From an optimization exercise on the open Yosys and OpenROAD flow, aimed at small area, a short achievable clock period and few clock cycles per item; shortcuts taken in it are not production practice.
No run shown here included a check of the RTL's function; only the layout flow was run.

==> flow/design.v (outline; a module is shown in full before it is edited, if it fits) <==
// module pipelined: 1082 lines
module pipelined(
    input  wire              clk,
    input  wire              rst,
    input  wire              in_valid,
    output wire              in_ready,
    input  wire signed [15:0] a,
    input  wire signed [15:0] b,
    input  wire signed [15:0] c,
    input  wire signed [15:0] d,
    input  wire signed [15:0] e,
    output reg               out_valid,
    input  wire              out_ready,
    output wire signed [31:0] y
);
  // ...
==> flow/flow/run.sh <==
#!/bin/bash
# Standard ORFS layout, except that Yosys's "synth" runs with -noabc, so the quick
# ABC pass before full-adder extraction does not scramble the adder tree's polarity.
set -euo pipefail
sed 's/yosys synth -nofsm -noshare {\*}\$args/yosys synth -nofsm -noshare -noabc {*}$args/' synth_recipe.tcl > flow/noabc_synth.tcl
grep -q -- '-noabc' flow/noabc_synth.tcl
sed "s#SYNTH_SCRIPT=[^ ]*#SYNTH_SCRIPT=$PWD/flow/noabc_synth.tcl#" standard.sh > flow/standard_noabc.sh
grep -q noabc_synth flow/standard_noabc.sh
bash flow/standard_noabc.sh > standard.log 2>&1
==> flow/flow/noabc_synth.tcl <==
proc synth {args} { yosys synth -nofsm -noshare -noabc {*}$args }
source $::env(SCRIPTS_DIR)/synth.tcl
# left out here: clear keep_hierarchy, flatten, clean up, hide names made inside functions, write 1_2_yosys.v
==> flow/flow/standard_noabc.sh <==
#!/bin/bash
# The standard flow's own layout of this design, on the ORFS make targets given (by default finish). After
# finish it leaves the final layout's DEF at /design/flow/out/final.def.
set -euo pipefail
make -C /OpenROAD-flow-scripts/flow DESIGN_CONFIG=/design/flow/config.mk WORK_HOME=/design/flow/orfs CLKGATE_MAP_FILE= SYNTH_SCRIPT=/design/flow/flow/noabc_synth.tcl ABC_AREA=1 CAP_MARGIN=20 CORE_MARGIN=2 CORE_UTILIZATION=40 SETUP_SLACK_MARGIN=4.9 SLEW_MARGIN=20 "${@:-finish}"
if [[ -f /design/flow/orfs/results/sky130hd/pipelined/base/6_final.odb ]]; then
  : # left out here: write the final layout as DEF
fi
==> flow/standard.sh <==
#!/bin/bash
# synth_recipe.tcl (not shown) runs the flow's synth.tcl, then flattens the netlist and writes it again
# the make line also repeats each setting of config.mk as NAME=value (left out here)
make -C /OpenROAD-flow-scripts/flow DESIGN_CONFIG=/design/flow/config.mk WORK_HOME=/design/flow/orfs CLKGATE_MAP_FILE= SYNTH_SCRIPT=/design/flow/synth_recipe.tcl "${@:-finish}"
==> flow/config.mk <==
export PLATFORM = sky130hd
export DESIGN_NAME = pipelined
export DESIGN_NICKNAME = pipelined
export VERILOG_FILES = /design/flow/design.v
export SDC_FILE = /design/flow/constraint.sdc
export NUM_CORES = 4
export LEC_CHECK = 0
export ABC_AREA = 1
export CAP_MARGIN = 20
export CORE_MARGIN = 2
export CORE_UTILIZATION = 40
export SETUP_SLACK_MARGIN = 4.9
export SLEW_MARGIN = 20
==> flow/constraint.sdc <==
create_clock -name core_clock -period 8.0 [get_ports {clk}]
set_input_delay 1.6000 -clock core_clock [delete_from_list [all_inputs] [get_ports {clk}]]
set_output_delay 1.6000 -clock core_clock [all_outputs]
set_load 0.01 [all_outputs]
==> summary.md, run 1 <==
| Metric | Value |
|---|---|
| Status | finished clean |
| Startpoint Class | flop |
| CTS tree | yes |
| Post-DP HPWL | 45700 um |
| Reg2Reg Depth | 9 |
| Main combinational cell family by area after synthesis | adder cells |
| Xor/xnor cell area share of the yosys netlist | 12.0% |
| Worst slew pin tran | slightly below 1 ns |
| Final worst slack | 4.69 ns |
| Final ANT Viol Nets | 0 |
| Reg-to-Reg End | m18_3 |
| Fillers | 4140 |
| Clock Pin Slew Worst Setup and Hold Paths | 0.06 ns |
| Fin nets | around 2600 |
| Sequential fraction of the synthesis area | 35.7% |
| Top Ports | 118 |
| Crit-path cells | buf_4 > clkinvlp_4 > buf_4 > o22ai_2 > xor2_1 > fa_2 > fa_2 > fa_2 > fa_1 |
| CP endpoint | m18_3 |
| Most common cell after layout, fill and taps aside | nand2_1 |
| Area of the multi-input gates | between 0.01 and 0.015 mm2 |
| Vias in the first global route | 16000 |
| Setup TNS | 0 ns |
| # port buffers | 117 |
| Warnings, synthesis | 1 |
| Placed insts | 2586 |
| Hold WS | 0.448 ns |
| Pin count of the biggest net entering global routing | between 70 and 80 |
==> inputs of run 2 (changes only) <==
==> flow/flow/standard_noabc.sh (replaced) <==
#!/bin/bash
# The standard flow's own layout of this design, on the ORFS make targets given (by default finish). After
# finish it leaves the final layout's DEF at /design/flow/out/final.def.
set -euo pipefail
make -C /OpenROAD-flow-scripts/flow DESIGN_CONFIG=/design/flow/config.mk WORK_HOME=/design/flow/orfs CLKGATE_MAP_FILE= SYNTH_SCRIPT=/design/flow/flow/noabc_synth.tcl ABC_AREA=1 CAP_MARGIN=20 CORE_MARGIN=2 CORE_UTILIZATION=40 SETUP_SLACK_MARGIN=4.5 SLEW_MARGIN=20 "${@:-finish}"
if [[ -f /design/flow/orfs/results/sky130hd/pipelined/base/6_final.odb ]]; then
  : # left out here: write the final layout as DEF
fi
--- a/flow/config.mk
+++ b/flow/config.mk
@@ -10,4 +10,4 @@
 export CORE_MARGIN = 2
 export CORE_UTILIZATION = 40
-export SETUP_SLACK_MARGIN = 4.9
+export SETUP_SLACK_MARGIN = 4.5
 export SLEW_MARGIN = 20
==> run 2 against run 1 <==
Net effect: still clean on timing, DRC and antenna; core utilization shrank 5.4 points; routed wire length shrank 6.1%; non-clock buffer count shrank 86; count of clock-buffer cells in the layout shrank 5; worst setup slack lost 0.17 ns; area after synthesis is the same; critical endpoint is now m14_2; largest cell class unchanged.
==> summary.md, run 2 <==
| Metric | Value |
|---|---|
| Status | finished clean (unchanged) |
| Sequential fraction of the synthesis area | 35.7% (unchanged) |
| Fin crit period | 3.48 ns (was 3.31 ns) |
| Most common cell in the netlist | nand2_1 (unchanged) |
| Mapped Area | 0.0203 mm2 (unchanged) |
| Post-synth top area share | 32.1% (unchanged) |
| Commonest cells in the netlist | nand2_1 (277), xor2_1 (259), fa_1 (244), o22ai_1 (240), inv_1 (220) (unchanged) |
| Root Buffer | clkbuf_16 (unchanged) |
| Setup TNS | 0 ns (unchanged) |
| Met3 Use GR | 4.26% (was 4.33%) |
| Predominant post-synthesis flop cell | edfxtp_1 (unchanged) |
| Vias in the first global route | 14900 (was 16000) |
| Synth area leaders | edfxtp_1 (32%), fa_1 (24%), xor2_1 (11%) (unchanged) |
| Post-CTS Hold Fix Bufs | 0 (unchanged) |
| Startpoint Class | flop (unchanged) |
| Die ar. | 0.0526 mm2 (unchanged) |
| Maximum net fanout on the critical path | 13 (was 5) |
| CP required | 8.30 ns (was 8.33 ns) |
| Mapped Cells | 1887 (unchanged) |
| Mapped Avg Cell Area | 10.8 um2 (unchanged) |
| Commonest non-fill, non-tap cells in the layout | nand2_1 (276), xor2_1 (255), o22ai_1 (239) (was nand2_1 (228), xor2_1 (224), edfxtp_1 (217)) |
| Worst slew pin tran | 0.763 ns (was 0.967 ns) |
| Met2 Resource Use GR | 36.6% (was 39.8%) |
| Clk Latency, worst-skew pair | 0.60 ns (was 0.59 ns) |
| Hold Path Class | reg2reg (unchanged) |
| Die width | 229 um (unchanged) |
| CP arrival | 3.78 ns (was 3.64 ns) |
| Initial antenna violation count | 0 (unchanged) |
| Initial Util | 40.5% (unchanged) |
| EDFF count, synth | 217 (unchanged) |
| Grt ovf | 0 (unchanged) |
| Final hold vios | 0 (unchanged) |
| GRT Util Overall | 23.2% (was 24.8%) |
| Post-synth top area cell | edfxtp_1 (unchanged) |
| Post-synth ARST share | 0% (unchanged) |
| Sinks on Clock Net | 254 (unchanged) |
| Syn Nets | 2277 (unchanged) |
| Pre-CTS setup slack | 4.26 ns (was 4.10 ns) |
| Worst Hold Depth | 2 (unchanged) |
| Layout Utilization | 50.3% (was 55.7%) |
| Relative slew slack | 49.1% (was 35.5%) |
| DR iter-0 viols | 1560 (was 1564) |
| CTS max path bufs | 3 (unchanged) |
| DR pass1 iterations | 5 (was 6) |
| Final Skew | 0.0303 ns (was 0.0131 ns) |
| Fillers | 4486 (was 4140) |
| CTS H-tree depth | 1 (unchanged) |
| Share of layout cells above drive strength 1 | 16.5% (was 35.3%) |
| Via density | 5.34 (was 5.35) |
| Warnings, synthesis | 1 (unchanged) |
| Number of placement rows | 82 (unchanged) |
| Fin nets | 2503 (was 2595) |
| Fmax | 0.287 GHz (was 0.302 GHz) |
| Final ANT Viol Nets | 0 (unchanged) |
| Unrepaired setup endpoints after global routing | yes (unchanged) |
| Pin count of the biggest net entering global routing | 105 (was 77) |
| Count of different cell masters after synthesis | 38 (unchanged) |
| Die H | 229 um (unchanged) |
| CTS Buf Count | 30 (unchanged) |
| Max Cap Viol | 0 (unchanged) |
| Layer carrying the most global-route usage | met2 (unchanged) |
| Most common cell after layout, fill and taps aside | nand2_1 (unchanged) |
| Vias | 15000 (was 15500) |
| #FFs+latches synth | 254 (unchanged) |
| Placement Cell Area | 0.0220 mm2 (about the same) |
| Met1 usage | 31.9% (was 33.3%) |
| Post-DP HPWL | 45300 um (was 45700 um) |
| Setup-failing EPs final | 0 (unchanged) |
| Final worst slack | 4.52 ns (was 4.69 ns) |
| GP Congestion | 0.946 (was 0.945) |
| Syn-to-layout area delta | 24.3% (was 37.7%) |
| Max-slew violation count | 0 (unchanged) |
| CP Class | reg2reg (unchanged) |
| ANT cells | 0 (unchanged) |
| DR WL/cell | 22.0 um (was 22.6 um) |
| Final period utilization | 43.5% (was 41.4%) |
| Final Instance Area | 0.0252 mm2 (was 0.0280 mm2) |
| Top Ports | 118 (unchanged) |
| Clock Pin Slew Worst Setup and Hold Paths | 0.06 ns (about the same) |
| DRC viols | 0 (unchanged) |
| Crit path capture type | flop (unchanged) |
| # port buffers | 117 (unchanged) |
| Core ar. | 0.0502 mm2 (unchanged) |
| WL final | 61700 um (was 65700 um) |
| CTS tree | yes (unchanged) |
| Biggest regs | Y2 (32), Y (32) (unchanged) |
| First-pass GRT wire length | 92300 um (was 98600 um) |
| Reg2Reg Depth | 7 (was 9) |
[run 2: worst paths after layout]
kind,to,slack [ns],start
worst min register to register,Y2[23],0.45,Y2[23]
worst max-delay path,m14_2,4.52,ytwo[0]
worst max register to register,m14_2,4.52,ytwo[0]
worst min-delay path,Y2[23],0.45,Y2[23]
[run 2: logic make-up after synthesis]
family / count (synthesis) / synth area share, %
AO/OA/AOI/OAI: 290 / 8.70
XOR/XNOR: 278 / 12.0
multiplexers: 14 / 0.777
adder cells (fa/ha/maj): 306 / 27.9
AND/OR/NAND/NOR: 419 / 8.66
buffers and inverters: 326 / 6.24
flip-flops: 254 / 35.7
[run 2: worst max-delay path, cell delays in order, from the launching register on]
cell,delay [ns]
edfxtp_1,0.40
clkinvlp_4,0.29
o22ai_1,0.29
xor2_1,0.31
fa_1,0.49
fa_1,0.43
fa_1,0.44
fa_1,0.53
[run 2: what timing repair did]
| item | in CTS | in global routing |
|---|---|---|
| buffers inserted | 80 | 87 |
| gates resized for setup | 40 | 47 |
| pin swaps | 0 | 3 |
| endpoints found under the setup margin | 43 | 52 |
[run 2: cell type report]
cell class                      count  area (um2)  share of cell area [%]
Tap cell                          672         841                    3.33
Inverter                          224        1070                    4.24
Timing Repair Buffer              296        3130                    12.4
Sequential cell                   254        7260                    28.8
Clock inverter                     16         208                   0.823
Multi-Input combinational cell   1307       11900                    47.1
Clock buffer                       40         828                    3.28
[run 2: per-stage QoR]
stage	hold slack, ns	std cells
3_3_place_gp	0.434	2586
3_5_place_dp	0.435	2586
4_1_cts	0.449	2722
5_1_grt	0.481	2809
6_report	0.449	2809
2_1_floorplan	0.418	1887
[run 2: routing by layer]
metal / part of all wire [%] / up-vias
met3: 8.4 / 156
met1: 42 / 7313
met5: 0 / -
met4: 4.1 / 0
li1: - / 6750
met2: 45 / 785
==> inputs of run 3 (changes only) <==
--- a/flow/flow/run.sh
+++ b/flow/flow/run.sh
@@ -7,3 +7,3 @@
 sed "s#SYNTH_SCRIPT=[^ ]*#SYNTH_SCRIPT=$PWD/flow/noabc_synth.tcl#" standard.sh > flow/standard_noabc.sh
 grep -q noabc_synth flow/standard_noabc.sh
-bash flow/standard_noabc.sh > standard.log 2>&1
+bash flow/standard_noabc.sh "BUFFER_PORTS_ARGS=-buffer_cell sky130_fd_sc_hd__buf_1" finish > standard.log 2>&1
==> run 3 against run 2 <==
Net effect: still clean; synthesized cell count stayed put; flip-flop and latch count stayed put; via count up 2.2%; design area is 1.9% lower; die area unchanged.
==> summary.md, run 3 <==
| Metric | Value |
|---|---|
| #FFs+latches synth | 254 (unchanged) |
| Commonest cells in the netlist | nand2_1 (277), xor2_1 (259), fa_1 (244), o22ai_1 (240), inv_1 (220) (unchanged) |
| Share of layout cells above drive strength 1 | 18.8% (was 16.5%) |
| Crit path capture type | flop (unchanged) |
| Fin nets | 2555 (was 2503) |
| Hold WS | 0.449 ns (about the same) |
| # port buffers | 117 (unchanged) |
| Maximum net fanout on the critical path | 16 (was 13) |
| CTS H-tree depth | 1 (unchanged) |
| Worst path most repeated cell | fa_1 (unchanged) |
| Status | finished clean (unchanged) |
| Placement Cell Area | 0.0213 mm2 (was 0.0220 mm2) |
| Warnings, synthesis | 1 (unchanged) |
| Grt ovf | 0 (unchanged) |
| EDFF count, synth | 217 (unchanged) |
| DRC viols | 0 (unchanged) |
| Post-synth top area cell | edfxtp_1 (unchanged) |
| Initial Util | 40.5% (unchanged) |
| Commonest non-fill, non-tap cells in the layout | nand2_1 (274), xor2_1 (258), o22ai_1 (239) (was nand2_1 (276), xor2_1 (255), o22ai_1 (239)) |
| Fmax | 0.288 GHz (was 0.287 GHz) |
| WL final | 63900 um (was 61700 um) |
| Post-synth ARST share | 0% (unchanged) |
| Final period utilization | 43.4% (was 43.5%) |
| Final Skew | 0.0256 ns (was 0.0303 ns) |
| Relative slew slack | 39.4% (was 49.1%) |
| First-pass GRT wire length | 96600 um (was 92300 um) |
| Die ar. | 0.0526 mm2 (unchanged) |
| Max-slew violation count | 0 (unchanged) |
| Clk Latency, worst-skew pair | 0.60 ns (about the same) |
| Core ar. | 0.0502 mm2 (unchanged) |
| Initial antenna violation count | 0 (unchanged) |
| CTS tree | yes (unchanged) |
| Predominant post-synthesis flop cell | edfxtp_1 (unchanged) |
| Setup-failing EPs final | 0 (unchanged) |
| Unrepaired setup endpoints after global routing | yes (unchanged) |
| Fin crit period | 3.47 ns (was 3.48 ns) |
| Post-DP HPWL | 45900 um (was 45300 um) |
| Top Ports | 118 (unchanged) |
| CP required | 8.33 ns (was 8.30 ns) |
| Biggest regs | Y2 (32), Y (32) (unchanged) |
| GRT Util Overall | 24.3% (was 23.2%) |
| Mapped Area | 0.0203 mm2 (unchanged) |
| Root Buffer | clkbuf_16 (unchanged) |
| DR iter-0 viols | 1721 (was 1560) |
| CP Class | reg2reg (unchanged) |
| Sequential fraction of the synthesis area | 35.7% (unchanged) |
| Sinks on Clock Net | 254 (unchanged) |
| Vias | 15300 (was 15000) |
| DR pass1 iterations | 6 (was 5) |
| CP Buf/Inv Count | 1 (unchanged) |
| Post-synth top area share | 32.1% (unchanged) |
| GP Congestion | 0.970 (was 0.946) |
| Count of different cell masters after synthesis | 38 (unchanged) |
| CTS Buf Count | 30 (unchanged) |
| Hold Path Class | reg2reg (unchanged) |
| Setup TNS | 0 ns (unchanged) |
| Startpoint Class | flop (unchanged) |
| Mapped Cells | 1887 (unchanged) |
| Worst path max stage delay | 0.49 ns (was 0.53 ns) |
| CTS max path bufs | 3 (unchanged) |
| Clock Pin Slew Worst Setup and Hold Paths | 0.06 ns (about the same) |
| Die width | 229 um (unchanged) |
| Number of placement rows | 82 (unchanged) |
| Die H | 229 um (unchanged) |
| Syn-to-layout area delta | 22.0% (was 24.3%) |
| Final Instance Area | 0.0248 mm2 (was 0.0252 mm2) |
| Synth area leaders | edfxtp_1 (32%), fa_1 (24%), xor2_1 (11%) (unchanged) |
| Max Cap Viol | 0 (unchanged) |
| ANT cells | 0 (unchanged) |
| CP arrival | 3.79 ns (was 3.78 ns) |
| Mapped Avg Cell Area | 10.8 um2 (unchanged) |
| Syn Nets | 2277 (unchanged) |
| Vias in the first global route | 15700 (was 14900) |
| DR WL/cell | 22.3 um (was 22.0 um) |
| Critical path's top delay family | adder cells (unchanged) |
| Final hold vios | 0 (unchanged) |
| Most common cell in the netlist | nand2_1 (unchanged) |
| Via density | 5.36 (was 5.34) |
| Worst slew pin tran | 0.909 ns (was 0.763 ns) |
| Crit-path cells | clkinvlp_4 > o22ai_1 > xor2_1 > fa_1 > fa_1 > fa_1 > fa_1 (unchanged) |
| Final ANT Viol Nets | 0 (unchanged) |
| Slowest cell on the critical path | fa_1 (unchanged) |
| Most common cell after layout, fill and taps aside | nand2_1 (unchanged) |
| Pin count of the biggest net entering global routing | 75 (was 105) |
==> run 3: cell counts after synthesis <==
Identical to the previous run, type by type.
==> run 3: worst paths after layout <==
check	from	slack [ns]	depth (start not counted)	endpoint
worst max-delay path	yone[7]	4.53	7	m20_1
worst min-delay path	Y2[21]	0.45	2	Y2[21]
worst max register to register	yone[7]	4.53	7	m20_1
worst min register to register	Y2[21]	0.45	2	Y2[21]
==> run 3: repair_timing <==
action / 4_1_cts / 5_1_grt
gates resized for setup: 53 / 40
cloned: 0 / 2
buffers inserted: 153 / 64
hold buffers: 0 / 0
pin swaps: 0 / 15
setup endpoints to repair: 49 / 48
==> run 3: area by class of cell <==
cell class                      instances  area [um2]
Sequential cell                       254        7260
Tap cell                              672         841
Clock inverter                         12         111
Inverter                              224        1070
Timing Repair inverter                  2        12.5
Multi-Input combinational cell       1307       11900
Timing Repair Buffer                  346        2680
Fill cell                            4583       25400
Clock buffer                           44         895
==> run 3: logic make-up after synthesis <==
family	synth area share [%]
AO/OA/AOI/OAI	8.70
adder cells (fa/ha/maj)	27.9
AND/OR/NAND/NOR	8.66
XOR/XNOR	12.0
flip-flops	35.7
buffers and inverters	6.24
multiplexers	0.777
==> run 3: routing by layer <==
metal  up-vias  global-route usage, %  share of wire (%)  wire length, um
met5         -                      0                  0                0
met4         0                   9.44                4.0             2580
met3       166                   4.46                8.7             5570
met2       837                   39.0                 46            29400
met1      7479                   32.9                 41            26400
li1       6852                      -                  -                -
==> run 3: stage by stage <==
step	util, %	setup WS [ns]	std cells
after floorplan	-	4.70	1887
after global placement	42.3	4.15	2581
after detailed placement	42.5	4.14	2586
after CTS	47.9	4.48	2795
after global routing	49.3	4.46	2861
final	49.3	4.53	2861
==> run 3: worst reg2reg max path, delay by kind of cell (launching register included) <==
kind	cells	cell delay [ns]
flops	1	0.42
fa+ha+maj	4	1.86
buf+inv	1	0.38
compound gates	1	0.34
xor+xnor	1	0.21
==> inputs of run 4 (changes only) <==
==> flow/flow/standard_noabc.sh (replaced) <==
#!/bin/bash
# The standard flow's own layout of this design, on the ORFS make targets given (by default finish). After
# finish it leaves the final layout's DEF at /design/flow/out/final.def.
set -euo pipefail
make -C /OpenROAD-flow-scripts/flow DESIGN_CONFIG=/design/flow/config.mk WORK_HOME=/design/flow/orfs CLKGATE_MAP_FILE= SYNTH_SCRIPT=/design/flow/flow/noabc_synth.tcl ABC_AREA=1 CAP_MARGIN=20 CORE_MARGIN=2 CORE_UTILIZATION=40 SETUP_SLACK_MARGIN=4.2 SLEW_MARGIN=20 "${@:-finish}"
if [[ -f /design/flow/orfs/results/sky130hd/pipelined/base/6_final.odb ]]; then
  : # left out here: write the final layout as DEF
fi
--- a/flow/config.mk
+++ b/flow/config.mk
@@ -10,4 +10,4 @@
 export CORE_MARGIN = 2
 export CORE_UTILIZATION = 40
-export SETUP_SLACK_MARGIN = 4.5
+export SETUP_SLACK_MARGIN = 4.2
 export SLEW_MARGIN = 20
==> run 4 against run 3 <==
Net effect: still clean; register-to-register slack lost 0.28 ns; global-route usage decreased by 0.99 points; maximum frequency down 7.5%; area after synthesis stayed put; worst setup slack lost 0.28 ns; design area down 9.1%; clock skew up 0.0044 ns; final cell count is 6.8% lower; critical path type unchanged; highest routed layer unchanged.
==> summary.md, run 4 <==
| Metric | Value |
|---|---|
| Post-DP HPWL | 45900 um (unchanged) |
| Reg2Reg Depth | 7 (unchanged) |
| Hold Path Class | reg2reg (unchanged) |
| Critical path depth in cells | 7 (unchanged) |
| Fin crit period | 3.75 ns (was 3.47 ns) |
| Die H | 229 um (unchanged) |
| Relative slew slack | 26.9% (was 39.4%) |
| Worst path max stage delay | 0.59 ns (was 0.49 ns) |
| DRC viols | 0 (unchanged) |
| # port buffers | 117 (unchanged) |
| Count of different cell masters after synthesis | 38 (unchanged) |
| Worst slew pin tran | 1.10 ns (was 0.909 ns) |
| Unrepaired setup endpoints after global routing | yes (unchanged) |
| Final Instance Area | 0.0225 mm2 (was 0.0248 mm2) |
| CTS H-tree depth | 1 (unchanged) |
| Clk Latency, worst-skew pair | 0.61 ns (was 0.60 ns) |
| Uppermost layer routed | met4 (unchanged) |
| Pre-CTS setup slack | 4.14 ns (unchanged) |
| Warnings, synthesis | 1 (unchanged) |
| Final worst slack | 4.25 ns (was 4.53 ns) |
| Syn-to-layout area delta | 10.9% (was 22.0%) |
| Sequential fraction of the synthesis area | 35.7% (unchanged) |
| Max Cap Viol | 0 (unchanged) |
| Post-synth top area share | 32.1% (unchanged) |
| Most common cell after layout, fill and taps aside | nand2_1 (unchanged) |
| Fin nets | 2360 (was 2555) |
| Grt ovf | 0 (unchanged) |
| WL met2 | 27400 um (was 29400 um) |
| ANT cells | 0 (unchanged) |
| Slowest cell on the critical path | fa_1 (unchanged) |
| Biggest regs | Y2 (32), Y (32) (unchanged) |
| Final hold vios | 0 (unchanged) |
| Fmax | 0.266 GHz (was 0.288 GHz) |
| CP Buf/Inv Count | 1 (unchanged) |
| Synth area leaders | edfxtp_1 (32%), fa_1 (24%), xor2_1 (11%) (unchanged) |
| Syn Nets | 2277 (unchanged) |
| Maximum net fanout on the critical path | 15 (was 16) |
| Met3 WL post-DR | 5080 um (was 5570 um) |
| Pin count of the biggest net entering global routing | 75 (unchanged) |
| Die ar. | 0.0526 mm2 (unchanged) |
| GP Congestion | 0.970 (unchanged) |
| First-pass GRT wire length | 92600 um (was 96600 um) |
| Critical path's top delay family | adder cells (unchanged) |
| CP required | 8.33 ns (about the same) |
| CP arrival | 4.08 ns (was 3.79 ns) |
| Startpoint Class | flop (unchanged) |
| DR iter-0 viols | 1345 (was 1721) |
| Predominant post-synthesis flop cell | edfxtp_1 (unchanged) |
| Placement Cell Area | 0.0213 mm2 (unchanged) |
| Die width | 229 um (unchanged) |
| Number of placement rows | 82 (unchanged) |
| Final Skew | 0.0299 ns (was 0.0256 ns) |
| Sinks on Clock Net | 254 (unchanged) |
| Post-CTS Hold Fix Bufs | 0 (unchanged) |
| Crit path capture type | flop (unchanged) |
| Max-slew violation count | 0 (unchanged) |
| Area of the multi-input gates | 0.0118 mm2 (was 0.0119 mm2) |
| Mapped Cells | 1887 (unchanged) |
| Clock Pin Slew Worst Setup and Hold Paths | 0.06 ns (about the same) |
| Commonest non-fill, non-tap cells in the layout | nand2_1 (277), xor2_1 (259), fa_1 (244) (was nand2_1 (274), xor2_1 (258), o22ai_1 (239)) |
| Commonest cells in the netlist | nand2_1 (277), xor2_1 (259), fa_1 (244), o22ai_1 (240), inv_1 (220) (unchanged) |
| FF+latch area | 0.00726 mm2 (unchanged) |
| Final period utilization | 46.9% (was 43.4%) |
| WL final | 60500 um (was 63900 um) |
| Vias | 14300 (was 15300) |
| Final ANT Viol Nets | 0 (unchanged) |
| #FFs+latches synth | 254 (unchanged) |
| GRT Util Overall | 23.3% (was 24.3%) |
| Core ar. | 0.0502 mm2 (unchanged) |
| CTS Buf Count | 30 (unchanged) |
| Worst path most repeated cell | fa_1 (unchanged) |
| Setup TNS | 0 ns (unchanged) |
| Status | finished clean (unchanged) |
| DR WL/cell | 22.7 um (was 22.3 um) |
| Post-synth ARST share | 0% (unchanged) |
| Mapped Avg Cell Area | 10.8 um2 (unchanged) |
| Setup-failing EPs final | 0 (unchanged) |
| Layout Utilization | 44.9% (was 49.3%) |
| Top Ports | 118 (unchanged) |
| Via density | 5.37 (was 5.36) |
| Met1 WL | 26200 um (was 26400 um) |
| Most common cell in the netlist | nand2_1 (unchanged) |
| CTS tree | yes (unchanged) |
| Fillers | 4733 (was 4583) |
| CTS max path bufs | 3 (unchanged) |
| DR pass1 iterations | 6 (unchanged) |
| Share of layout cells above drive strength 1 | 6.57% (was 18.8%) |
| CP Class | reg2reg (unchanged) |
| Post-synth top area cell | edfxtp_1 (unchanged) |
| Crit-path cells | inv_1 > o22ai_1 > xor2_1 > fa_1 > fa_1 > fa_1 > fa_1 (was clkinvlp_4 > o22ai_1 > xor2_1 > fa_1 > fa_1 > fa_1 > fa_1) |
| Vias in the first global route | 14800 (was 15700) |
| Initial Util | 40.5% (unchanged) |
| Mapped Area | 0.0203 mm2 (unchanged) |
| Initial antenna violation count | 0 (unchanged) |
| Worst Hold Depth | 2 (unchanged) |
| Root Buffer | clkbuf_16 (unchanged) |
| EDFF count, synth | 217 (unchanged) |
-- run 4: cell types whose count changed in the layout (fill, tap and decap cells not counted), moves of 5 or more --
cell,change
fa_1,+13
ha_1,+5
clkinvlp_4,-55
fa_2,-13
inv_1,+54
buf_12,-37
buf_4,-156
-- run 4: layout make-up --
cell class              instances  area share [%]
clock inverters                12           0.495
flip-flops and latches        254            32.2
clock buffers                  44            3.97
inverters                     224            3.83
well taps                     672            3.73
repair buffers                153            3.43
multi-input cells            1307            52.3
-- run 4: cells by family after synthesis --
kind of cell             synth area share, %
flip-flops                              35.7
AO/OA/AOI/OAI                           8.70
AND/OR/NAND/NOR                         8.66
XOR/XNOR                                12.0
multiplexers                           0.777
buffers and inverters                   6.24
adder cells (fa/ha/maj)                 27.9
-- run 4: worst paths after layout --
check                from      to  slack (ns)
setup / recovery  ytwo[4]   m15_2        4.25
hold / removal     Y2[21]  Y2[21]        0.45
setup reg to reg  ytwo[4]   m15_2        4.25
hold reg to reg    Y2[21]  Y2[21]        0.45
-- run 4: through the flow --
| step | std cells | hold slack, ns |
|---|---|---|
| floorplan | 1887 | 0.418 |
| global placement | 2581 | 0.435 |
| detailed placement | 2586 | 0.437 |
| CTS | 2652 | 0.450 |
| global route | 2666 | 0.471 |
| finish | 2666 | 0.449 |
-- run 4: tightest hold or removal path: stages, from the launching register on --
cell	delay [ns]
dfxtp_1	0.30
nand2_1	0.04
nand2_1	0.07
-- run 4: routing by layer --
layer | GRT usage, % | up-vias
met3 | 4.23 | 111
met4 | 8.42 | 0
met1 | 32.5 | 7076
met5 | 0 | -
met2 | 36.6 | 671
li1 | - | 6459
-- run 4: repair_timing --
item / CTS / global route
gates resized for setup: 0 / 4
endpoints found under the setup margin: 5 / 10
setup buffers: 10 / 14
pin swaps: 0 / 0
==> inputs of run 5 (changes only) <==
==> flow/flow/standard_noabc.sh (replaced) <==
#!/bin/bash
# The standard flow's own layout of this design, on the ORFS make targets given (by default finish). After
# finish it leaves the final layout's DEF at /design/flow/out/final.def.
set -euo pipefail
make -C /OpenROAD-flow-scripts/flow DESIGN_CONFIG=/design/flow/config.mk WORK_HOME=/design/flow/orfs CLKGATE_MAP_FILE= SYNTH_SCRIPT=/design/flow/flow/noabc_synth.tcl ABC_AREA=0 CAP_MARGIN=20 CORE_MARGIN=2 CORE_UTILIZATION=40 SETUP_SLACK_MARGIN=4.2 SLEW_MARGIN=20 "${@:-finish}"
if [[ -f /design/flow/orfs/results/sky130hd/pipelined/base/6_final.odb ]]; then
  : # left out here: write the final layout as DEF
fi
--- a/flow/config.mk
+++ b/flow/config.mk
@@ -6,5 +6,5 @@
 export NUM_CORES = 4
 export LEC_CHECK = 0
-export ABC_AREA = 1
+export ABC_AREA = 0
 export CAP_MARGIN = 20
 export CORE_MARGIN = 2
==> run 5 against run 4 <==
Net effect: still clean on timing, DRC and antenna; final cell count fell by 12%; clock skew decreased by 0.018 ns; hold slack better by 0.0043 ns; core utilization is 0.57 points lower; area after synthesis fell by 1.1%.
==> summary.md, run 5 <==
| Metric | Value |
|---|---|
| Crit path launch | m18_0 (was ytwo[4]) |
| GRT Util Overall | 20.3% (was 23.3%) |
| Core ar. | 0.0499 mm2 (was 0.0502 mm2) |
| Synth Area in Compound Gates | 13.8% (was 8.70%) |
| WL final | 52700 um (was 60500 um) |
| Pin count of the biggest net entering global routing | 124 (was 75) |
| Layout Utilization | 44.3% (was 44.9%) |
| Final hold vios | 0 (unchanged) |
| Sequential fraction of the synthesis area | 36.1% (was 35.7%) |
| Sinks on Clock Net | 254 (unchanged) |
| Vias in the first global route | 13500 (was 14800) |
| Most common cell after layout, fill and taps aside | xnor2_1 (was nand2_1) |
| Setup-failing EPs final | 0 (unchanged) |
| Most common cell in the netlist | xnor2_1 (was nand2_1) |
| # port buffers | 117 (unchanged) |
| Commonest non-fill, non-tap cells in the layout | xnor2_1 (259), fa_1 (241), a22oi_1 (240) (was nand2_1 (277), xor2_1 (259), fa_1 (244)) |
| Startpoint Class | flop (unchanged) |
| Predominant post-synthesis flop cell | edfxtp_1 (unchanged) |
| Max Cap Viol | 0 (unchanged) |
| Clk Latency, worst-skew pair | 0.57 ns (was 0.61 ns) |
| Reg-to-Reg End | Y[30] (was m15_2) |
| Die H | 228 um (was 229 um) |
| Mapped Avg Cell Area | 12.2 um2 (was 10.8 um2) |
| #FFs+latches synth | 254 (unchanged) |
| Count of different cell masters after synthesis | 71 (was 38) |
| GP Congestion | 0.921 (was 0.970) |
| Setup TNS | 0 ns (unchanged) |
| Crit path capture type | flop (unchanged) |
| Unrepaired setup endpoints after global routing | yes (unchanged) |
| DR iter-0 viols | 1435 (was 1345) |
| Met1 usage | 29.0% (was 32.5%) |
| EDFF count, synth | 217 (unchanged) |
| Final Skew | 0.0116 ns (was 0.0299 ns) |
| CP Class | reg2reg (unchanged) |
| Status | finished clean (unchanged) |
| Main combinational cell family by area after synthesis | adder cells (unchanged) |
| Number of placement rows | 82 (unchanged) |
| Met2 Resource Use GR | 32.3% (was 36.6%) |
| CP arrival | 4.09 ns (was 4.08 ns) |
| Die ar. | 0.0520 mm2 (was 0.0526 mm2) |
| Mux contribution to synthesized area | 0.648% (was 0.777%) |
| CP required | 8.31 ns (was 8.33 ns) |
| Synth Area in Adders | 28.2% (was 27.9%) |
| Final ANT Viol Nets | 0 (unchanged) |
| Final period utilization | 47.3% (was 46.9%) |
| Fin nets | 2047 (was 2360) |
| Final Instance Area | 0.0221 mm2 (was 0.0225 mm2) |
| Hold_sp | Y2[27] (was Y2[21]) |
| Hold Path End | Y2[27] (was Y2[21]) |
| Commonest cells in the netlist | xnor2_1 (259), fa_1 (244), a22oi_1 (240), edfxtp_1 (217), clkbuf_1 (151) (was nand2_1 (277), xor2_1 (259), fa_1 (244), o22ai_1 (240), inv_1 (220)) |
| Post-synth ARST share | 0% (unchanged) |
| Fillers | 4606 (was 4733) |
| Worst Hold Depth | 2 (unchanged) |
| Biggest regs | Y2 (32), Y (32) (unchanged) |
| Placement Cell Area | 0.0208 mm2 (was 0.0213 mm2) |
| Syn Nets | 2031 (was 2277) |
| Vias | 13100 (was 14300) |
| Critical R2R Launch | m18_0 (was ytwo[4]) |
| Maximum net fanout on the critical path | 5 (was 15) |
| CTS Buf Count | 28 (was 30) |
| Die width | 228 um (was 229 um) |
| Post-CTS Hold Fix Bufs | 0 (unchanged) |
| Fin crit period | 3.78 ns (was 3.75 ns) |
| CTS max path bufs | 3 (unchanged) |
| Hold WS | 0.453 ns (was 0.449 ns) |
| Top Ports | 118 (unchanged) |
| Post-synth top area share | 32.5% (was 32.1%) |
| Reg2Reg Depth | 10 (was 7) |
| Met3 Use GR | 3.20% (was 4.23%) |
| Via density | 5.57 (was 5.37) |
| Post-DP HPWL | 37900 um (was 45900 um) |
| Mapped Area | 0.0201 mm2 (was 0.0203 mm2) |
| Layer carrying the most global-route usage | met2 (unchanged) |
| Worst slew pin tran | 1.16 ns (was 1.10 ns) |
| Initial antenna violation count | 0 (unchanged) |
| Post-synthesis simple-gate area fraction | 4.12% (was 8.66%) |
| Post-synth top area cell | edfxtp_1 (unchanged) |
| CTS H-tree depth | 1 (unchanged) |
| Share of layout cells above drive strength 1 | 6.97% (was 6.57%) |
| Clock Pin Slew Worst Setup and Hold Paths | 0.06 ns (about the same) |
| Syn-to-layout area delta | 10.0% (was 10.9%) |
| Synth area leaders | edfxtp_1 (32%), fa_1 (24%), xnor2_1 (11%) (was edfxtp_1 (32%), fa_1 (24%), xor2_1 (11%)) |
| Xor/xnor cell area share of the yosys netlist | 13.1% (was 12.0%) |
| CTS tree | yes (unchanged) |
| Initial Util | 40.3% (was 40.5%) |
| Hold Path Class | reg2reg (unchanged) |
| R2R Setup Slk | 4.22 ns (was 4.25 ns) |
| Grt ovf | 0 (unchanged) |
| Relative slew slack | 22.5% (was 26.9%) |
| Mapped Cells | 1641 (was 1887) |
| Root Buffer | clkbuf_16 (unchanged) |
| Fmax | 0.264 GHz (was 0.266 GHz) |
| DRC viols | 0 (unchanged) |
| DR WL/cell | 22.4 um (was 22.7 um) |
| Max-slew violation count | 0 (unchanged) |
| First-pass GRT wire length | 82800 um (was 92600 um) |
| ANT cells | 0 (unchanged) |
| DR pass1 iterations | 6 (unchanged) |
| Warnings, synthesis | 1 (unchanged) |
-- run 5: what timing repair did --
item | in CTS | in global routing
pin swaps | 4 | 5
setup buffers | 3 | 17
endpoints found under the hold margin | 0 | 0
gates resized for setup | 9 | 13
endpoints found under the setup margin | 9 | 12
-- run 5: routing by layer --
layer / up-vias / part of all wire, %
met5: - / 0
met4: 0 / 1.9
met3: 66 / 7.6
met2: 558 / 46
met1: 6654 / 45
li1: 5819 / -
-- run 5: area by class of cell --
cell class	instances	area (um2)	area share, %
sequential	254	7260	32.9
multi-input combinational	1178	12100	54.9
clock buffer	33	741	3.35
inverter	46	180	0.815
clock inverter	18	225	1.02
tap	672	841	3.81
timing repair buffer	149	719	3.26
-- run 5: how the worst max path moves through the flow --
stage | endpoint | slack (ns) | cells past startpoint
detailed placement | Y[30] | 3.96 | 10
finish | Y[30] | 4.22 | 10
CTS | Y[27] | 4.20 | 10
global placement | Y[30] | 4.00 | 10
floorplan | Y[30] | 4.24 | 11
global route | Y[28] | 4.11 | 10
-- run 5: worst max-delay path: stages (launching register included) --
cell      delay, ns
edfxtp_1       0.40
fa_2           0.49
fa_2           0.38
fa_1           0.59
ha_4           0.23
a21o_1         0.17
a221o_1        0.35
a31oi_1        0.17
o211ai_2       0.21
o21ai_1        0.19
mux2_1         0.35
-- run 5: cell families after synthesis --
logic type               count (synthesis)
flip-flops                             254
multiplexers                            12
AND/OR/NAND/NOR                        175
XOR/XNOR                               300
AO/OA/AOI/OAI                          385
buffers and inverters                  209
adder cells (fa/ha/maj)                306
-- run 5: through the flow --
stage / cells / worst slack, ns
floorplan: 1641 / 4.24
finish: 2350 / 4.22
global route: 2350 / 4.11
global placement: 2277 / 4.00
detailed placement: 2278 / 3.96
CTS: 2332 / 4.20
==> inputs of run 6 (changes only) <==
==> flow/flow/standard_noabc.sh (replaced) <==
#!/bin/bash
# The standard flow's own layout of this design, on the ORFS make targets given (by default finish). After
# finish it leaves the final layout's DEF at /design/flow/out/final.def.
set -euo pipefail
make -C /OpenROAD-flow-scripts/flow DESIGN_CONFIG=/design/flow/config.mk WORK_HOME=/design/flow/orfs CLKGATE_MAP_FILE= SYNTH_SCRIPT=/design/flow/flow/noabc_synth.tcl ABC_AREA=1 CAP_MARGIN=20 CORE_MARGIN=2 CORE_UTILIZATION=40 SETUP_SLACK_MARGIN=3.8 SLEW_MARGIN=20 "${@:-finish}"
if [[ -f /design/flow/orfs/results/sky130hd/pipelined/base/6_final.odb ]]; then
  : # left out here: write the final layout as DEF
fi
--- a/flow/config.mk
+++ b/flow/config.mk
@@ -6,8 +6,8 @@
 export NUM_CORES = 4
 export LEC_CHECK = 0
-export ABC_AREA = 0
+export ABC_AREA = 1
 export CAP_MARGIN = 20
 export CORE_MARGIN = 2
 export CORE_UTILIZATION = 40
-export SETUP_SLACK_MARGIN = 4.2
+export SETUP_SLACK_MARGIN = 3.8
 export SLEW_MARGIN = 20
==> run 6 against run 5 <==
Net effect: still clean on timing, DRC and antenna; core utilization rose by 0.15 points; non-clock buffer count fell by 20; hold slack got worse by 0.0043 ns; via count rose by 8.3%; worst setup slack got worse by 0.15 ns; critical path type unchanged; highest routed layer unchanged.
==> summary.md, run 6 <==
| Metric | Value |
|---|---|
| Status | finished clean (unchanged) |
| Pre-CTS setup slack | 4.14 ns (was 3.96 ns) |
| Fin crit period | 3.94 ns (was 3.78 ns) |
| Final hold vios | 0 (unchanged) |
| Worst path max stage delay | 1.17 ns (was 0.59 ns) |
| Pin count of the biggest net entering global routing | 75 (was 124) |
| Crit path capture type | flop (unchanged) |
| Final worst slack | 4.06 ns (was 4.22 ns) |
| CP required | 8.33 ns (was 8.31 ns) |
| Die H | 229 um (was 228 um) |
| DR iter-0 viols | 1656 (was 1435) |
| Initial Util | 40.5% (was 40.3%) |
| R2R Setup Slk | 4.06 ns (was 4.22 ns) |
| Commonest non-fill, non-tap cells in the layout | nand2_1 (277), xor2_1 (259), fa_1 (244) (was xnor2_1 (259), fa_1 (241), a22oi_1 (240)) |
| Synth area leaders | edfxtp_1 (32%), fa_1 (24%), xor2_1 (11%) (was edfxtp_1 (32%), fa_1 (24%), xnor2_1 (11%)) |
| Share of layout cells above drive strength 1 | 5.23% (was 6.97%) |
| Max-slew violation count | 0 (unchanged) |
| Max Cap Viol | 0 (unchanged) |
| Predominant post-synthesis flop cell | edfxtp_1 (unchanged) |
| Setup TNS | 0 ns (unchanged) |
| DR pass1 iterations | 5 (was 6) |
| Syn Nets | 2277 (was 2031) |
| Sinks on Clock Net | 254 (unchanged) |
| GP Congestion | 0.970 (was 0.921) |
| Setup-failing EPs final | 0 (unchanged) |
| Syn-to-layout area delta | 9.89% (was 10.0%) |
| Crit-path cells | inv_1 > xor2_1 > fa_1 > inv_1 > fa_1 > fa_1 > fa_1 (was fa_2 > fa_2 > fa_1 > ha_4 > a21o_1 > a221o_1 > a31oi_1 > o211ai_2 > o21ai_1 > mux2_1) |
| CTS Buf Count | 30 (was 28) |
| Number of placement rows | 82 (unchanged) |
| Most common cell after layout, fill and taps aside | nand2_1 (was xnor2_1) |
| Layout Utilization | 44.5% (was 44.3%) |
| Commonest cells in the netlist | nand2_1 (277), xor2_1 (259), fa_1 (244), o22ai_1 (240), inv_1 (220) (was xnor2_1 (259), fa_1 (244), a22oi_1 (240), edfxtp_1 (217), clkbuf_1 (151)) |
| Warnings, synthesis | 1 (unchanged) |
| Vias | 14200 (was 13100) |
| CP Class | reg2reg (unchanged) |
| Fmax | 0.254 GHz (was 0.264 GHz) |
| First-pass GRT wire length | 92500 um (was 82800 um) |
| Core ar. | 0.0502 mm2 (was 0.0499 mm2) |
| DR WL/cell | 22.8 um (was 22.4 um) |
| ANT cells | 0 (unchanged) |
| Post-synth top area cell | edfxtp_1 (unchanged) |
| # port buffers | 117 (unchanged) |
| Startpoint Class | flop (unchanged) |
| Clk Latency, worst-skew pair | 0.61 ns (was 0.57 ns) |
| Post-synth top area share | 32.1% (was 32.5%) |
| WL final | 60300 um (was 52700 um) |
| Worst slew pin tran | 1.24 ns (was 1.16 ns) |
| Top Ports | 118 (unchanged) |
| Initial antenna violation count | 0 (unchanged) |
| Hold Path Class | reg2reg (unchanged) |
| CTS tree | yes (unchanged) |
| Root Buffer | clkbuf_16 (unchanged) |
| Count of different cell masters after synthesis | 38 (was 71) |
| Die width | 229 um (was 228 um) |
| Final period utilization | 49.2% (was 47.3%) |
| #FFs+latches synth | 254 (unchanged) |
| Mapped Avg Cell Area | 10.8 um2 (was 12.2 um2) |
| CTS H-tree depth | 1 (unchanged) |
| Most common cell in the netlist | nand2_1 (was xnor2_1) |
| Fillers | 4742 (was 4606) |
| Sequential fraction of the synthesis area | 35.7% (was 36.1%) |
| CP arrival | 4.26 ns (was 4.09 ns) |
| Grt ovf | 0 (unchanged) |
| Post-CTS Hold Fix Bufs | 0 (unchanged) |
| Worst path most repeated cell | fa_1 (was fa_2) |
| Clock Pin Slew Worst Setup and Hold Paths | 0.06 ns (about the same) |
| Mapped Cells | 1887 (was 1641) |
| Biggest regs | Y2 (32), Y (32) (unchanged) |
| GRT Util Overall | 23.3% (was 20.3%) |
| Post-DP HPWL | 45900 um (was 37900 um) |
| Maximum net fanout on the critical path | 16 (was 5) |
| Unrepaired setup endpoints after global routing | no (was yes) |
| Die ar. | 0.0526 mm2 (was 0.0520 mm2) |
| Slowest cell on the critical path | edfxtp_1 (was fa_1) |
| Mapped Area | 0.0203 mm2 (was 0.0201 mm2) |
| Fin nets | 2336 (was 2047) |
| Relative slew slack | 17.5% (was 22.5%) |
| Post-synth ARST share | 0% (unchanged) |
| Vias in the first global route | 14700 (was 13500) |
| Final Skew | 0.0279 ns (was 0.0116 ns) |
| Final ANT Viol Nets | 0 (unchanged) |
| Post_cts resized | 0 (was 9) |
| EDFF count, synth | 217 (unchanged) |
| CTS max path bufs | 3 (unchanged) |
| DRC viols | 0 (unchanged) |
| Via density | 5.37 (was 5.57) |
| Post-CTS setup buffers | 0 (was 3) |
==> run 6: worst max-delay path, delay by kind of cell (launching register included) <==
family,cells,cell delay [ns]
adder cells (fa/ha/maj),4,1.89
XOR/XNOR,1,0.28
buffers and inverters,2,0.33
flip-flops,1,1.17
==> run 6: stage by stage <==
step	cells	hold slack, ns	cell area [um2]
floorplan	1887	0.418	20300
global placement	2581	0.435	21200
detailed placement	2586	0.437	21300
CTS	2642	0.450	22300
global route	2642	0.471	22300
finish	2642	0.449	22300
==> run 6: kinds of logic (layout without fill, tap and decap cells) <==
kind of cell | Yosys count | after routing | synth area share, %
AND/OR/NAND/NOR | 419 | 419 | 8.66
multiplexers | 14 | 14 | 0.777
buffers and inverters | 326 | 409 | 6.24
XOR/XNOR | 278 | 278 | 12.0
adder cells (fa/ha/maj) | 306 | 306 | 27.9
AO/OA/AOI/OAI | 290 | 290 | 8.70
flip-flops | 254 | 254 | 35.7
==> run 6: final cells by class <==
cell class,count,area (um2),area share (%)
tap,672,841,3.77
clock buffer,44,895,4.01
clock inverter,12,111,0.499
sequential,254,7260,32.5
inverter,224,848,3.80
multi-input combinational,1307,11800,52.8
timing repair buffer,129,579,2.60
==> run 6: routing by layer <==
layer | wire length (um) | up-vias | GRT usage, % | share of wire (%)
met5 | 0 | - | 0 | 0
li1 | - | 6409 | - | -
met3 | 4610 | 120 | 3.76 | 7.6
met2 | 27500 | 640 | 36.7 | 46
met1 | 26300 | 7014 | 32.8 | 44
met4 | 1920 | 0 | 8.06 | 3.2
==> run 6: final timing paths <==
path / startpoint / to / depth (start not counted)
worst max-delay path: xneg[1] / m20_1 / 7
worst min-delay path: Y2[21] / Y2[21] / 2
worst max register to register: xneg[1] / m20_1 / 7
worst min register to register: Y2[21] / Y2[21] / 2

[re-timing with driven ports]
The flow's constraints put no driver on any port. The routed layouts listed below were extracted and timed again, unchanged, in two steps. Step 1 sets driving cells, clkbuf_16 on the clock port and buf_2 on the other inputs (assumed; they add their load-dependent delay and slew). Step 2 moves the port delays by t, midway between the first and last clock arrival at a register: inputs arrive t later, outputs are due t later. That takes back most of the time a late clock gives input paths. Slacks: no drivers / after step 1 / after step 2; pairs: no drivers / after step 1.
| run | t, ns | setup WS [ns] | worst slew at a driven data input, ns | pins driven straight from the clock port |
|---|---|---|---|---|
| run 1 | 0.643 | 4.691 / 4.691 / 4.691 | 0.05 | 1 |
| run 2 | 0.642 | 4.517 / 4.517 / 4.517 | 0.04 | 1 |
| run 3 | 0.649 | 4.531 / 4.531 / 4.531 | 0.04 | 1 |
| run 4 | 0.647 | 4.247 / 4.247 / 4.247 | 0.04 | 1 |
| run 5 | 0.615 | 4.217 / 4.217 / 4.217 | 0.04 | 1 |
| run 6 | 0.651 | 4.065 / 4.065 / 4.065 | 0.04 | 1 |
After both steps every run listed still meets setup and hold.
